This is an optimization exercise on Yosys and OpenROAD, whose aim is small area, a short achievable clock period and few clock cycles per item, not a production implementation.
Function was not checked in any run shown here: the RTL went through the layout flow alone.
Power and IR drop assume default switching activity.

==> flow/run.sh <==
#!/bin/bash
# Standard layout, with the port buffers made of sky130_fd_sc_hd__buf_2 and a larger setup repair margin.
set -euo pipefail
export BUFFER_PORTS_ARGS="-buffer_cell sky130_fd_sc_hd__buf_2"
export SETUP_SLACK_MARGIN=7.2
bash standard.sh > standard_flow.log 2>&1
==> standard.sh <==
#!/bin/bash
# synth_recipe.tcl (not shown) runs the flow's synth.tcl, then flattens the netlist and writes it again
# the make line also repeats each setting of config.mk as NAME=value (left out here)
make -C /OpenROAD-flow-scripts/flow DESIGN_CONFIG=/design/flow/config.mk WORK_HOME=/design/flow/orfs CLKGATE_MAP_FILE= SYNTH_SCRIPT=/design/flow/synth_recipe.tcl "${@:-finish}"
==> config.mk <==
export PLATFORM = sky130hd
export DESIGN_NAME = comp_mult_top
export DESIGN_NICKNAME = comp_mult_top
export VERILOG_FILES = /design/flow/design.v
export SDC_FILE = /design/flow/constraint.sdc
export NUM_CORES = 4
export LEC_CHECK = 0
export ABC_AREA = 1
export CAP_MARGIN = 20
export CORE_MARGIN = 2
export CORE_UTILIZATION = 40
export CTS_BUF_LIST = sky130_fd_sc_hd__clkbuf_8
export SLEW_MARGIN = 20
==> constraint.sdc <==
create_clock -name core_clock -period 10.0 [get_ports {clk}]
set_input_delay 2.0000 -clock core_clock [delete_from_list [all_inputs] [get_ports {clk}]]
set_output_delay 2.0000 -clock core_clock [all_outputs]
set_load 0.01 [all_outputs]
==> design.v <==
module comp_mult_top #(
parameter NO_MULT   = 4     ,  
parameter APB_BADDR = 0     ,  
parameter SYS_AW    = 16    ,  
parameter REG_DW    = 16       
)(
input                    clk         ,
input                    rst_n       ,
input      [ SYS_AW-1:0] apb_paddr   ,
input                    apb_psel    ,
input                    apb_penable ,
input                    apb_pwrite  ,
input      [REG_DW -1:0] apb_pwdata  ,
output                   apb_pready  ,
output reg [REG_DW -1:0] apb_prdata  ,
output reg               apb_pslverr ,
output reg               mem_ce      ,
output reg               mem_we      ,
output reg [SYS_AW -1:0] mem_addr    ,
output reg [     8 -1:0] mem_wr_data ,
input      [     8 -1:0] mem_rd_data
);
assign apb_pready = 1'b1;
wire        setup  = apb_psel & ~apb_penable;
wire [15:0] offs   = apb_paddr - APB_BADDR;
reg         wq, rq;                       
reg  [ 2:0] aq;                           
reg         okq;                          
always @(posedge clk or negedge rst_n)
if (~rst_n)                  begin wq <= 1'b0; rq <= 1'b0; end
else                         begin wq <= setup & apb_pwrite; rq <= setup & ~apb_pwrite; end
always @(posedge clk)        begin aq <= offs[2:0]; okq <= (offs[15:3] == 13'd0); end
wire a0 = okq & (aq == 3'd0);
wire a1 = okq & (aq == 3'd1);
wire a2 = okq & (aq == 3'd2);
wire a3 = okq & (aq == 3'd3);
wire a4 = okq & (aq == 3'd4);
wire a5 = okq & (aq == 3'd5);
wire a6 = okq & (aq == 3'd6);
wire wr_op1 = wq & a0;
wire wr_op2 = wq & a1;
wire wr_res = wq & a2;
wire wr_nop = wq & a3;
wire wr_cfg = wq & a4;
wire wr_sts = wq & a5;
wire rd_sts = rq & a5;
wire rd_st6 = rq & a6;
wire valid  = (wq & okq & (aq != 3'd6) & (aq != 3'd7)) | rd_sts | rd_st6;
reg  [15:0] op1_ptr, op2_ptr, res_ptr;    
reg  [15:0] no_op;
reg         cfg0, cfg1;                   
reg  [15:0] sts_stop;
reg  [ 4:0] jc;                           
reg         rv;                           
reg         cv;                           
reg         wv2;                          
reg  [15:0] cnt;                          
wire busy = rv | cv | wv2;
wire ph0 = ~jc[4] & ~jc[0];
wire ph1 =  jc[0] & ~jc[1];
wire ph2 =  jc[1] & ~jc[2];
wire ph3 =  jc[2] & ~jc[3];
wire ph4 =  jc[3] & ~jc[4];
wire ph5 =  jc[4] &  jc[0];
wire ph6 = ~jc[0] &  jc[1];
wire ph7 = ~jc[1] &  jc[2];
wire ph8 = ~jc[2] &  jc[3];
wire ph9 = ~jc[3] &  jc[4];
wire start_req = cfg0 & ~cfg1 & (no_op != 16'd0);
wire start_go  = start_req & ~busy;
wire finish    = busy & ph1 & ~rv & ~cv;
always @(posedge clk or negedge rst_n)
if (~rst_n)        apb_pslverr <= 1'b0;
else               apb_pslverr <= (wq | rq) & ~valid;
wire [15:0] addr_inc = mem_addr + 16'd1;
wire reg_op1 = ph2 | ph3;
wire reg_op2 = ph4 | ph7;
wire reg_res = ~(reg_op1 | reg_op2);
always @(posedge clk or negedge rst_n)
if (~rst_n)                  op1_ptr <= 16'd0;
else if (wr_op1)             op1_ptr <= apb_pwdata;
else if (mem_ce & reg_op1)   op1_ptr <= addr_inc;
always @(posedge clk or negedge rst_n)
if (~rst_n)                  op2_ptr <= 16'd0;
else if (wr_op2)             op2_ptr <= apb_pwdata;
else if (mem_ce & reg_op2)   op2_ptr <= addr_inc;
always @(posedge clk or negedge rst_n)
if (~rst_n)                  res_ptr <= 16'd0;
else if (wr_res)             res_ptr <= apb_pwdata;
else if (mem_ce & reg_res)   res_ptr <= addr_inc;
always @(posedge clk or negedge rst_n)
if (~rst_n)                  no_op <= 16'd0;
else if (wr_nop)             no_op <= apb_pwdata;
always @(posedge clk or negedge rst_n)
if (~rst_n)                  begin cfg0 <= 1'b0; cfg1 <= 1'b0; end
else if (start_req)          begin cfg0 <= 1'b0; cfg1 <= 1'b0; end
else if (wr_cfg)             begin cfg0 <= apb_pwdata[0]; cfg1 <= apb_pwdata[1]; end
always @(posedge clk or negedge rst_n)
if (~rst_n)                  sts_stop <= 16'd0;
else if (wr_sts)             sts_stop <= apb_pwdata;
else if (finish)             sts_stop <= 16'd1;
always @(posedge clk)
apb_prdata <= ({16{rd_sts}} & sts_stop) | {15'd0, rd_st6 & busy};
always @(posedge clk or negedge rst_n)
if (~rst_n)                  jc <= 5'b00000;
else if (start_go)           jc <= 5'b00011;                  
else                         jc <= {jc[3:0], ~jc[4]};
always @(posedge clk or negedge rst_n)
if (~rst_n)                  begin rv <= 1'b0; cv <= 1'b0; wv2 <= 1'b0; end
else if (start_go)           begin rv <= 1'b1; cv <= 1'b0; wv2 <= 1'b0; end
else if (finish)             wv2 <= 1'b0;
else if (ph9) begin
                             rv  <= rv & (cnt != no_op);
                             cv  <= rv;
                             wv2 <= cv;
end
always @(posedge clk)
if (start_go)                cnt <= 16'd1;
else if (ph9)                cnt <= cnt + 16'd1;
wire nx_rd = ph1 | ph2 | ph3 | ph6;                           
wire nx_wc = ph4 | ph5 | ph7 | ph8;                           
always @(posedge clk or negedge rst_n)
if (~rst_n)                  begin mem_ce <= 1'b0; mem_we <= 1'b0; end
else if (start_go)           begin mem_ce <= 1'b1; mem_we <= 1'b0; end
else begin
    mem_ce <= (nx_rd & rv) | (nx_wc & cv) | (ph9 & cv) | (ph0 & wv2);
    mem_we <= ~nx_rd;
end
always @(posedge clk)
if (start_go | ph1 )         mem_addr <= op1_ptr;
else if (ph3 | ph6)          mem_addr <= op2_ptr;
else if (ph4 | ph7)          mem_addr <= res_ptr;
else                         mem_addr <= addr_inc;
reg  [7:0] x1, y1;            
reg  [7:0] qa, qb;            
reg        nx, ox, tx;        
reg        ny, oy, ty;        
reg  [8:0] sa, ca, sb, cb;    
reg  [1:0] psa, pca, psb, pcb;  
reg        ka, kb;            
wire step  = cv & (ph0 | ph1 | ph2 | ph3);    
wire shift = cv & (ph0 | ph1 | ph2 | ph3 | ph4);  
wire lowok = ph1 | ph2 | ph3 | ph4;           
function [10:0] row;          
    input [7:0] m;
    input       one, two, neg;
    row = (two ? {{2{m[7]}}, m, 1'b0} : (one ? {{3{m[7]}}, m} : 11'd0)) ^ {11{neg}};
endfunction
wire [10:0] ra1 = row(x1, ox, tx,  nx);
wire [10:0] ra2 = row(y1, oy, ty, ~ny);
wire [10:0] rb1 = row(x1, oy, ty,  ny);
wire [10:0] rb2 = row(y1, ox, tx,  nx);
wire [10:0] sae = {{2{sa[8]}}, sa}, cae = {{2{ca[8]}}, ca};
wire [10:0] sbe = {{2{sb[8]}}, sb}, cbe = {{2{cb[8]}}, cb};
wire [10:0] sa1 = sae ^ cae ^ ra1;
wire [10:0] ca1 = {((sae & cae) | (sae & ra1) | (cae & ra1)), nx} ;
wire [10:0] sa2 = sa1 ^ ca1 ^ ra2;
wire [10:0] ca2 = {((sa1 & ca1) | (sa1 & ra2) | (ca1 & ra2)), ~ny};
wire [10:0] sb1 = sbe ^ cbe ^ rb1;
wire [10:0] cb1 = {((sbe & cbe) | (sbe & rb1) | (cbe & rb1)), ny} ;
wire [10:0] sb2 = sb1 ^ cb1 ^ rb2;
wire [10:0] cb2 = {((sb1 & cb1) | (sb1 & rb2) | (cb1 & rb2)), nx};
wire [ 2:0] la  = {1'b0, psa} + {1'b0, pca} + {2'b0, ka};
wire [ 2:0] lb  = {1'b0, psb} + {1'b0, pcb} + {2'b0, kb};
always @(posedge clk) begin
    if (ph3 & rv)            x1 <= mem_rd_data;
    if (ph4 & rv)            y1 <= mem_rd_data;
    if (ph5 & rv)            qa <= mem_rd_data;
    else if (shift)          qa <= {la[1:0], qa[7:2]};
    if (ph8 & rv)            qb <= mem_rd_data;
    else if (shift)          qb <= {lb[1:0], qb[7:2]};
    if (ph5 & rv) begin
                             nx <= mem_rd_data[1]; ox <= mem_rd_data[0]; tx <= mem_rd_data[1] & ~mem_rd_data[0];
    end else if (step) begin
                             nx <= qa[3]; ox <= qa[2] ^ qa[1]; tx <= (qa[3] & ~qa[2] & ~qa[1]) | (~qa[3] & qa[2] & qa[1]);
    end
    if (ph8 & rv) begin
                             ny <= mem_rd_data[1]; oy <= mem_rd_data[0]; ty <= mem_rd_data[1] & ~mem_rd_data[0];
    end else if (step) begin
                             ny <= qb[3]; oy <= qb[2] ^ qb[1]; ty <= (qb[3] & ~qb[2] & ~qb[1]) | (~qb[3] & qb[2] & qb[1]);
    end
    if (step)                begin sa <= sa2[10:2]; ca <= ca2[10:2]; psa <= sa2[1:0]; pca <= ca2[1:0];
                                   sb <= sb2[10:2]; cb <= cb2[10:2]; psb <= sb2[1:0]; pcb <= cb2[1:0]; end
    else if (ph9)            begin sa <= 9'd0; ca <= 9'd0; sb <= 9'd0; cb <= 9'd0; end    
    if (lowok)               begin ka <= la[2]; kb <= lb[2]; end
    else if (ph9)            begin ka <= 1'b0;  kb <= 1'b0;  end
end
wire [7:0] xr_hi = sa[7:0] + ca[7:0] + {7'd0, ka};
wire [7:0] yr_hi = sb[7:0] + cb[7:0] + {7'd0, kb};
always @(posedge clk)
if (ph4)                     mem_wr_data <= {la[1:0], qa[7:2]};                    
else if (ph5)                mem_wr_data <= xr_hi;                                 
else if (ph7)                mem_wr_data <= {6'd0, xr_hi[7], xr_hi[7]};            
else if (ph8)                mem_wr_data <= qb;                                    
else if (ph9)                mem_wr_data <= yr_hi;                                 
else                         mem_wr_data <= {6'd0, mem_wr_data[7], mem_wr_data[7]};  
endmodule  
==> results of run 1 <==
==> synthesized netlist by cell type (2+ instances only) <==
| cell | n | share of area, % |
|---|---|---|
| inv_1 | 216 | 6.5 |
| xor2_1 | 45 | 3.2 |
| buf_4 | 3 | 0.18 |
| nor3_1 | 13 | 0.52 |
| nand3_1 | 42 | 1.7 |
| nand3b_1 | 3 | 0.18 |
| dfxtp_1 | 60 | 9.7 |
| a21oi_1 | 41 | 1.7 |
| o21ai_1 | 2 | 0.081 |
| nand4_1 | 11 | 0.55 |
| ha_1 | 16 | 1.6 |
| fa_1 | 46 | 7.4 |
| o22ai_1 | 46 | 2.3 |
| xnor2_1 | 20 | 1.4 |
| a21o_1 | 2 | 0.12 |
| o221ai_2 | 3 | 0.36 |
| nor2_4 | 2 | 0.18 |
| buf_2 | 19 | 0.77 |
| o21ai_0 | 75 | 3.0 |
| nor2_1 | 138 | 4.2 |
| clkbuf_1 | 17 | 0.51 |
| buf_6 | 2 | 0.18 |
| nand2_1 | 313 | 9.5 |
| inv_2 | 7 | 0.21 |
| nor4_1 | 2 | 0.10 |
| or2_2 | 6 | 0.30 |
| dfrtp_1 | 95 | 19 |
| edfxtp_1 | 81 | 20 |
| o21bai_1 | 3 | 0.18 |
| o221ai_1 | 35 | 2.5 |
| o211ai_1 | 12 | 0.73 |
| a31oi_1 | 2 | 0.10 |
| nand2_2 | 6 | 0.30 |
| nor2_2 | 3 | 0.15 |
| nand2_4 | 2 | 0.18 |
==> repair_timing <==
| item | CTS | global route |
|---|---|---|
| resized for setup | 63 | 17 |
| setup endpoints to repair | 90 | 64 |
| setup buffers | 15 | 6 |
==> kinds of logic after synthesis <==
kind of cell | share of synthesized area [%]
buf+inv | 8.428
compound gates | 11.22
xor+xnor | 4.582
other cells | 0.03018
fa+ha+maj | 9.022
flops | 48.37
simple gates | 18.35
==> area by class of cell <==
type	instances	share of cell area [%]
Multi-Input combinational cell	900	37.28
Inverter	224	5.879
Clock buffer	49	4.660
Timing Repair Buffer	112	5.619
Clock inverter	30	1.210
Sequential cell	236	41.93
Tap cell	396	3.424
==> sequential cells by signal (all words and copies together) (netlist names), 8 cells and up <==
name,flops
x1,8
mem_addr,16
cb,9
no_op,16
qb,8
sa,8
apb_prdata,16
cnt,16
op1_ptr,16
ca,9
sts_stop,16
y1,8
op2_ptr,16
mem_wr_data,8
sb,8
res_ptr,16
==> power by group through the flow <==
stage | clock, mW | combinational [mW] | sequential, mW
2_1_floorplan | 0 | 0.00648 | 1.01
3_3_place_gp | 0 | 0.0341 | 1.01
3_5_place_dp | 0 | 0.0343 | 1.01
4_1_cts | 0.920 | 0.0346 | 0.993
5_1_grt | 0.970 | 0.0369 | 0.992
6_report | 0.904 | 0.0340 | 0.993
==> worst reg2reg max path, cell delays in order (launching register included) <==
cell,delay [ns]
edfxtp_1,0.41
clkinvlp_4,0.30
nand2_4,0.27
o22ai_1,0.11
xor2_1,0.18
fa_1,0.49
fa_1,0.50
inv_1,0.07
nor2_1,0.04
==> how the worst max path moves through the flow <==
stage,to,slack [ns],depth (start not counted)
2_1_floorplan,okq$_DFF_P_,7.31,2
3_3_place_gp,op2_ptr[6]$_DFFE_PN0P_,6.79,2
3_5_place_dp,mem_addr[13]$_DFF_P_,6.70,6
4_1_cts,mem_we,6.82,1
5_1_grt,mem_we,6.80,1
6_report,mem_we,6.85,1
==> per-layer routing <==
layer | vias up | share of wire (%) | global-route usage [%]
li1 | 4781 | - | -
met1 | 4682 | 45 | 28.47
met2 | 296 | 46 | 32.58
met3 | 58 | 5.9 | 3.294
met4 | 0 | 3.0 | 7.032
met5 | - | 0 | 0
==> qor.csv, run 1 <==
metric;value;unit
status;timing/DRC/antenna clean;
tightest_slew;0.9790;ns
tns;0;ns
dieArea;32490;um^2
core;30590;um^2
slowest_stage;dfrtp_1;
crit_required;8.00;ns
clkTransAtPathRegs;0.06;ns
pwr-share-seq;51.4;%
final_max_slew_viol_count;0;
irDropWorstVdd;0.08947;mV
viasPerCell;5.042;
final_common_cell;nand2_1;
pwr-share-clk;46.8;%
ys_ff_latch;236;
num_rows;64;
synthCells;1401;
worstSetupPathType;reg -> out;
synth_cell_types;47;
dr.pass1.iters;5;
cts_tree;yes;
clock_skew;0.06659;ns
avgSynthCellArea;8.869;um^2
slew_headroom;34.57;%
p_switching;0.4500;mW
n_antenna_cell;0;
overflow;0;
r2r_setup_slack;7.36;ns
place_ws;6.696;ns
synth-edff-count;81;
drc;0;
start_util;40.62;%
dp.final_hpwl;22.96;mm
setup_violations;0;
syn_to_final_growth;16.47;%
postLayoutCoreUtil;47.31;%
root_buffer;clkbuf_8;
p_int;1.481;mW
critPathLaunchType;flop;
hold_viol;0;
max_freq;317.7;MHz
synth-async-reset-ratio;40.25;%
maxCapViolCount;0;
nets;1624;
worstReg2RegEnd;sb[4]$_SDFFCE_PN0P_;
numCtsBuffers;43;
cp-end-kind;primary output;
netlist_area;12430;um^2
path_max_fanout;1;
fin_cells;1947;
mostFrequentLayoutCells;nand2_1, inv_1, nor2_1;
ys_warn_count;1;
dp.cells;1847;
r2r_cells;8;
leakage;6.833;nW
r2r-start;ty$_DFFE_PP_;
combPwrFrac;1.8;%
min_path_cells;2;
grt_max_degree;63;
cpLargestDelayFamily;flip-flops;
wl_per_cell;16.84;um
power;1.931;mW
clock_sinks;236;
crit_chain;buf_2;
multi_input_comb_area;5395;um^2
finalCritPeriodShare;31.48;%
cts_buffer_depth;3;
globalplace.congestion;0.8572;
fin_hold_ws;0.4797;ns
grt_use_total;20.47;%
fin_area;14470;um^2
critPathLaunch;mem_we$_DFF_PN0_;
hold_class;reg -> reg;
syn-num-nets;1508;
clk_latency;0.60;ns
die_h;180.3;um
vias;9817;
hold_buffers;0;
boundaryPins;89;
drt_iter0_markers;657;
period_needed;3.148;ns
grt_pass1_wl;52.91;mm
place_area;13190;um^2
cp_slowest_stage_delay;0.40;ns
io_buffers;87;
layout_setup_ws;6.852;ns
h-tree-depth;2;
routed_wl;32.78;mm
powerDensity;133.4;nW/um^2
cp.arrival;1.15;ns
grt_pass1_vias;9779;
whs_endpoint;apb_prdata[2]$_DFF_P_;
sw_frac_of_total;23.31;%
drive_gt1_share;15.41;%
rsz0062_at_grt;true;
synth-main-ff-cell;dfrtp_1;
timing.critical_path.buf_inv;1;
min_from;sts_stop[2]$_DFFE_PN0P_;
regArea;6068;um^2
antenna_found_initial;0;
ys_seq_area_share;48.37;%
die_w;180.3;um
fill_cells;2932;
drt.antenna.violating_nets;0;
==> run 2, diff against run 1 <==
--- a/config.mk
+++ b/config.mk
@@ -8,6 +8,6 @@
 export ABC_AREA = 1
 export CAP_MARGIN = 20
 export CORE_MARGIN = 2
-export CORE_UTILIZATION = 40
+export CORE_UTILIZATION = 75
 export CTS_BUF_LIST = sky130_fd_sc_hd__clkbuf_8
 export SLEW_MARGIN = 20
==> run 2 against run 1 <==
  * Combinational power decreased by 4%
  * Sequential power is essentially flat
  * Clock power decreased by 8.4%
  * Synthesized cell count unchanged
  * Total power fell by 4.0%
  * Critical path type unchanged
  * Highest routed layer unchanged
  * Fmax increased by 2.1%
  * Critical path depth did not move
  * Clock skew shrank 0.042 ns
  * Register-to-register slack barely moved
  * Hold slack improved by 0.0033 ns
==> qor.csv, run 2 <==
metric;value;unit;change
status;timing/DRC/antenna clean;;
synth-edff-count;81;;unchanged
r2r_setup_slack;7.35;ns;about the same
sw_frac_of_total;22.19;%;-1.1 points
post-synth-top-area-fraction;19.58;%;unchanged
overflow;0;;unchanged
synth_area_leaders;edfxtp_1, dfrtp_1, dfxtp_1;;
ys_ff_latch;236;;unchanged
postLayoutCoreUtil;86.52;%;+39 points
fin_area;14200;um^2;-1.9%
io_buffers;87;;unchanged
globalplace.congestion;0.9483;;+11%
combPwrFrac;1.8;%;about the same
synth_cell_types;47;;unchanged
finalCritPeriodShare;30.82;%;-0.66 points
rsz0062_at_grt;true;;
maxCapViolCount;0;;unchanged
core;16410;um^2;-46%
vias;10670;;+8.7%
powerDensity;130.5;nW/um^2;-2.2%
num_rows;47;;-27%
h-tree-depth;2;;unchanged
met3_length;3.888;mm;+100%
slowest_stage;dfrtp_2;;
place_ws;6.816;ns;+0.1192 ns
r2r_cells;8;;unchanged
pwr-share-clk;44.7;%;-2.1 points
cp-end-kind;primary output;;
clk_latency;0.55;ns;-0.05 ns
grt_use_total;37.45;%;+17 points
synth.most_common_cell;nand2_1;;
dr.pass1.iters;6;;+1
n_antenna_cell;0;;unchanged
crit_chain;buf_6;;
min_from;op1_ptr[0]$_DFFE_PN0P_;;
start_util;75.73;%;+35 points
clkTransAtPathRegs;0.07;ns;about the same
cp.arrival;1.08;ns;-0.07 ns
cts_tree;yes;;
hold_class;reg -> reg;;
drc;0;;unchanged
worstReg2RegEnd;sa[5]$_SDFFCE_PN0P_;;
syn_to_final_growth;14.25;%;
die_w;132.7;um;-26%
avgSynthCellArea;8.869;um^2;unchanged
irDropWorstVdd;0.1526;mV;+71%
cpLargestDelayFamily;flip-flops;;
hold_viol;0;;unchanged
crit_required;8.00;ns;about the same
slew_headroom;34.06;%;-0.51 points
dr_wl_met2;15.40;mm;+1.9%
tns;0;ns;unchanged
place_area;12960;um^2;-1.7%
grt_max_degree;58;;-7.9%
cp_slowest_stage_delay;0.41;ns;about the same
drt.antenna.violating_nets;0;;unchanged
clock_skew;0.02498;ns;-0.04161 ns
cts_buffer_depth;3;;unchanged
worstSetupPathType;reg -> out;;
grt_pass1_wl;51.20;mm;-3.2%
yosysTopAreaCell;edfxtp_1;;
antenna_found_initial;0;;unchanged
r2r-start;tx$_DFFE_PP_;;
synth-main-ff-cell;dfrtp_1;;
tightest_slew;0.9855;ns;+0.006424 ns
p_int;1.442;mW;-2.6%
wl_per_cell;18.84;um;+12%
setup_violations;0;;unchanged
syn-num-nets;1508;;unchanged
highest_layer;met4;;
min_path_cells;1;;-1
numCtsBuffers;39;;-9.3%
synth-async-reset-ratio;40.25;%;unchanged
synth_common_cells;nand2_1, inv_1, nor2_1;;
dieArea;17610;um^2;-46%
boundaryPins;89;;unchanged
synthCells;1401;;unchanged
max_freq;324.5;MHz;+2.1%
drive_gt1_share;15.08;%;-0.33 points
nets;1628;;+0.25%
layout_setup_ws;6.918;ns;+0.06622 ns
die_h;132.7;um;-26%
met1_length;13.08;mm;-11%
routed_wl;33.38;mm;+1.8%
final_max_slew_viol_count;0;;unchanged
path_max_fanout;2;;+1
critPathLaunchType;flop;;
drt_iter0_markers;1215;;+85%
mostFrequentLayoutCells;nand2_1, inv_1, nor2_1;;
p_switching;0.4111;mW;-8.7%
whs_endpoint;mem_addr[0]$_DFF_P_;;
ys_seq_area_share;48.37;%;unchanged
clock_sinks;236;;unchanged
leakage;6.839;nW;about the same
period_needed;3.082;ns;-0.06622 ns
root_buffer;clkbuf_8;;
pwr-share-seq;53.6;%;+2.2 points
viasPerCell;6.021;;+19%
dp.final_hpwl;22.37;mm;-2.6%
grt_pass1_vias;9891;;+1.1%
netlist_area;12430;um^2;unchanged
timing.critical_path.buf_inv;1;;unchanged
final_common_cell;nand2_1;;
ys_warn_count;1;;unchanged
run 2: cell counts after synthesis:
Identical to the previous run, type by type.
run 2: stage by stage:
stage,hold WS [ns],power [mW],instances
final,0.4830,1.853,1772
after floorplan,0.4428,1.021,1401
after CTS,0.4809,1.852,1756
after global routing,0.4986,1.897,1772
after global placement,0.4572,1.045,1671
after detailed placement,0.4601,1.046,1671
run 2: worst max path at each step:
stage | startpoint | endpoint | slack [ns] | cells past startpoint
2_1_floorplan | apb_paddr[12] | okq$_DFF_P_ | 7.31 | 2
6_report | mem_ce$_DFF_PN0_ | mem_ce | 6.92 | 1
3_5_place_dp | cv$_DFFE_PN0P_ | mem_addr[15]$_DFF_P_ | 6.82 | 6
3_3_place_gp | rst_n | op1_ptr[9]$_DFFE_PN0P_ | 6.88 | 2
5_1_grt | mem_ce$_DFF_PN0_ | mem_ce | 6.89 | 1
4_1_cts | mem_ce$_DFF_PN0_ | mem_ce | 6.91 | 1
run 2: cell type report:
type                            count  area [um^2]
Timing Repair Buffer              120        842.1
Inverter                          224        850.8
Tap cell                          220        275.3
Sequential cell                   236         6061
Fill cell                         884         2211
Multi-Input combinational cell    900         5395
Clock inverter                     23        97.59
Clock buffer                       49        674.4
run 2: kinds of logic (layout without fill, tap and decap cells):
group / count (synthesis) / count (layout) / share of synthesized area [%]
compound gates: 224 / 224 / 11.22
xor+xnor: 65 / 65 / 4.582
fa+ha+maj: 62 / 62 / 9.022
buf+inv: 265 / 416 / 8.428
flops: 236 / 236 / 48.37
other cells: 1 / 1 / 0.03018
simple gates: 548 / 548 / 18.35
run 2: timing repair:
| action | in CTS | in global routing |
|---|---|---|
| setup buffers | 13 | 16 |
| hold buffers | 0 | 0 |
| endpoints found under the setup margin | 90 | 72 |
| resized for setup | 57 | 8 |
run 2: routing by layer:
metal	up-vias	track usage [%]
li1	4795	-
met1	5048	52.80
met2	728	57.48
met3	99	10.04
met4	0	12.19
met5	-	0
run 2: power groups by stage:
stage          Combinational (mW)  Sequential [mW]  Clock [mW]
2_1_floorplan             0.00648             1.01           0
3_3_place_gp               0.0311             1.01           0
3_5_place_dp               0.0317             1.01           0
4_1_cts                    0.0321            0.993       0.827
5_1_grt                    0.0356            0.992       0.869
6_report                   0.0328            0.993       0.828
==> run 3, diff against run 2 <==
--- a/config.mk
+++ b/config.mk
@@ -8,6 +8,6 @@
 export ABC_AREA = 1
 export CAP_MARGIN = 20
 export CORE_MARGIN = 2
-export CORE_UTILIZATION = 75
+export CORE_UTILIZATION = 60
 export CTS_BUF_LIST = sky130_fd_sc_hd__clkbuf_8
 export SLEW_MARGIN = 20
==> run 3 against run 2 <==
  * Global-route usage shrank 7.1 points
  * Core utilization shrank 16 points
  * Register-to-register slack lost 0.02 ns
  * First-iteration DRC count is 29% lower
  * Sequential power about the same
  * Sequential share of layout area decreased by 0.54 points
  * Clock power up 13%
  * Critical path depth unchanged
  * Clock-buffer cell count grew 4
  * Via count fell by 5.0%
==> qor.csv, run 3 <==
metric;value;unit;change
status;timing/DRC/antenna clean;;
path_max_fanout;2;;unchanged
worstReg2RegEnd;sb[4]$_SDFFCE_PN0P_;;
root_buffer;clkbuf_8;;
leakage;6.875;nW;+0.52%
synth_xor_area_share;4.582;%;unchanged
cts_tree;yes;;
drt_iter0_markers;866;;-29%
regArea;6066;um^2;about the same
clock_skew;0.02335;ns;-0.001628 ns
routed_wl;32.50;mm;-2.6%
numCtsBuffers;41;;+5.1%
worstSetupPathType;reg -> out;;
rsz0062_at_grt;true;;
globalplace.congestion;0.8859;;-6.6%
synth_top_family_by_area;simple AND/OR/NAND/NOR gates;;
synth_cell_types;47;;unchanged
max_freq;325.1;MHz;+0.19%
cp-end-kind;primary output;;
vias;10140;;-5.0%
ys_ff_latch;236;;unchanged
die_h;147.9;um;+11%
crit_required;8.00;ns;about the same
dr_wl_met2;14.14;mm;-8.2%
syn-num-nets;1508;;unchanged
met3_length;2.933;mm;-25%
timing.critical_path.buf_inv;1;;unchanged
dp.cells;1722;;+3.1%
period_needed;3.076;ns;-0.005830 ns
muxShareOfSynthArea;0;%;unchanged
io_buffers;87;;unchanged
synth-compound-area-share;11.22;%;unchanged
synthAdderAreaFrac;9.022;%;unchanged
netlist_area;12430;um^2;unchanged
r2r-start;ty$_DFFE_PP_;;
wl_per_cell;17.81;um;-5.5%
synth-main-ff-cell;dfrtp_1;;
dieArea;21880;um^2;+24%
fill_cells;1672;;+89%
met1_length;14.73;mm;+13%
hold_buffers;0;;unchanged
critPathLaunch;mem_ce$_DFF_PN0_;;
avgSynthCellArea;8.869;um^2;unchanged
yosysTopAreaCell;edfxtp_1;;
ys_seq_area_share;48.37;%;unchanged
nets;1629;;+0.061%
place_area;13040;um^2;+0.54%
setup_violations;0;;unchanged
r2r_setup_slack;7.33;ns;-0.02 ns
clkTransAtPathRegs;0.06;ns;about the same
cpLargestDelayFamily;flip-flops;;
synth_common_cells;nand2_1, inv_1, nor2_1;;
num_rows;52;;+11%
grt_pass1_vias;9901;;+0.10%
cts_buffer_depth;3;;unchanged
final_common_cell;nand2_1;;
endpoint;mem_ce;;
hold_viol;0;;unchanged
synth_simple_gate_area_share;18.35;%;unchanged
r2r_cells;8;;unchanged
final_max_slew_viol_count;0;;unchanged
slowest_stage;dfrtp_2;;
grt_pass1_wl;51.76;mm;+1.1%
h-tree-depth;2;;unchanged
die_w;147.9;um;+11%
drive_gt1_share;16.21;%;+1.1 points
slew_headroom;34.67;%;+0.61 points
cp_slowest_stage_delay;0.41;ns;about the same
critPathLaunchType;flop;;
powerDensity;136.5;nW/um^2;+4.6%
viasPerCell;5.555;;-7.8%
fin_hold_ws;0.4743;ns;-0.008627 ns
min_path_cells;2;;+1
drc;0;;unchanged
grt_use_total;30.39;%;-7.1 points
synth-edff-count;81;;unchanged
finalCritPeriodShare;30.76;%;-0.058 points
dp.final_hpwl;22.45;mm;+0.38%
maxCapViolCount;0;;unchanged
synthCells;1401;;unchanged
grt_max_degree;55;;-5.2%
post-synth-top-area-fraction;19.58;%;unchanged
multi_input_comb_area;5385;um^2;-0.19%
n_antenna_cell;0;;unchanged
ys_warn_count;1;;unchanged
clock_sinks;236;;unchanged
synth_area_leaders;edfxtp_1, dfrtp_1, dfxtp_1;;
mostFrequentLayoutCells;nand2_1, inv_1, nor2_1;;
fin_area;14390;um^2;+1.4%
dr.pass1.iters;5;;-1
synth.most_common_cell;nand2_1;;
tns;0;ns;unchanged
drt.antenna.violating_nets;0;;unchanged
start_util;61.21;%;-15 points
fin_cells;1825;;+3.0%
tightest_slew;0.9775;ns;-0.007944 ns
hold_class;reg -> reg;;
core;20300;um^2;+24%
boundaryPins;89;;unchanged
cp.arrival;1.08;ns;about the same
worstSetupPathDepth;1;;unchanged
overflow;0;;unchanged
highest_layer;met4;;
irDropWorstVdd;0.1174;mV;-23%
crit_chain;buf_6;;
syn_to_final_growth;15.80;%;
clk_latency;0.55;ns;about the same
synth-async-reset-ratio;40.25;%;unchanged
antenna_found_initial;0;;unchanged
-- run 3: cell types whose count changed in the layout (fill, tap and decap cells not counted), sizes merged --
cell	delta
buf	-1
bufinv	+2
clkbuf	+4
clkinv	+9
inv	-11
-- run 3: kinds of logic after synthesis --
logic type,count (synthesis)
fa+ha+maj,62
buf+inv,265
other cells,1
xor+xnor,65
compound gates,224
flops,236
simple gates,548
-- run 3: where the power goes --
group          internal, mW  switching (mW)
Clock                 0.530           0.408
Sequential            0.992         0.00114
Combinational       0.00844          0.0248
-- run 3: worst reg2reg max path: cells and delay by family (launching register included) --
family,cells,cell delay [ns]
adder cells (fa/ha/maj),2,0.96
flip-flops,1,0.43
buffers and inverters,2,0.39
AND/OR/NAND/NOR,2,0.34
XOR/XNOR,1,0.19
AO/OA/AOI/OAI,1,0.12
-- run 3: worst min path at each step --
stage                             start                     end  slack [ns]
2_1_floorplan   op1_ptr[12]$_DFFE_PN0P_    mem_addr[12]$_DFF_P_        0.44
3_3_place_gp     op1_ptr[4]$_DFFE_PN0P_     mem_addr[4]$_DFF_P_        0.45
3_5_place_dp     op1_ptr[3]$_DFFE_PN0P_     mem_addr[3]$_DFF_P_        0.45
4_1_cts          op1_ptr[3]$_DFFE_PN0P_     mem_addr[3]$_DFF_P_        0.47
5_1_grt        sts_stop[14]$_DFFE_PN0P_  apb_prdata[14]$_DFF_P_        0.51
6_report         op1_ptr[3]$_DFFE_PN0P_     mem_addr[3]$_DFF_P_        0.47
-- run 3: layer usage --
metal	track usage, %	up-vias
li1	-	4802
met1	45.81	4832
met2	44.42	445
met3	7.068	58
met4	8.524	0
met5	0	-
-- run 3: final cells by class --
type	count	share of cell area, %
sequential	236	42.16
multi-input combinational	900	37.43
timing repair buffer	119	6.000
inverter	224	5.913
clock buffer	53	5.070
tap	270	2.348
clock inverter	23	1.087
-- run 3: repair_timing --
action,CTS,global route
buffers inserted,14,13
gates resized for setup,55,20
endpoints found under the setup margin,78,79
pin swaps,0,0
-- run 3: stage by stage --
step | power (mW) | worst slack (ns) | utilization, %
finish | 1.964 | 6.924 | 70.88
global route | 2.019 | 6.888 | 70.88
CTS | 1.977 | 6.905 | 70.03
detailed placement | 1.047 | 6.813 | 64.21
global placement | 1.047 | 6.817 | 64.21
floorplan | 1.021 | 7.311 | -

==> static timing again, ports no longer ideal <==
The results above use ideal ports. As a check the final layouts listed here were re-extracted and re-timed, cells and wires unchanged. Step 1: set_driving_cell puts a clkbuf_16 on clk and a buf_2 on each other input, an assumption about the parent block. Step 2 times the ports against the registers' clock, not the clock port: input delays grow and output delays shrink by t, the midpoint of the rising clock arrivals with the driver on. Slacks: ideal / step 1 / step 2; pairs: ideal / step 1.
run | shift t [ns] | setup slack, ns | clock arrival spread, ns
run 1 | 0.614 | 6.852 / 6.803 / 6.834 | 0.067 / 0.066
run 2 | 0.574 | 6.918 / 6.878 / 6.898 | 0.025 / 0.025
run 3 | 0.583 | 6.924 / 6.881 / 7.000 | 0.023 / 0.023
After both steps setup and hold are still met in every run listed. For run 2, which loses most, drivers alone change the setup slack by -0.040 ns; drivers and shift together by -0.020 ns. Setup slack includes reset recovery checks.
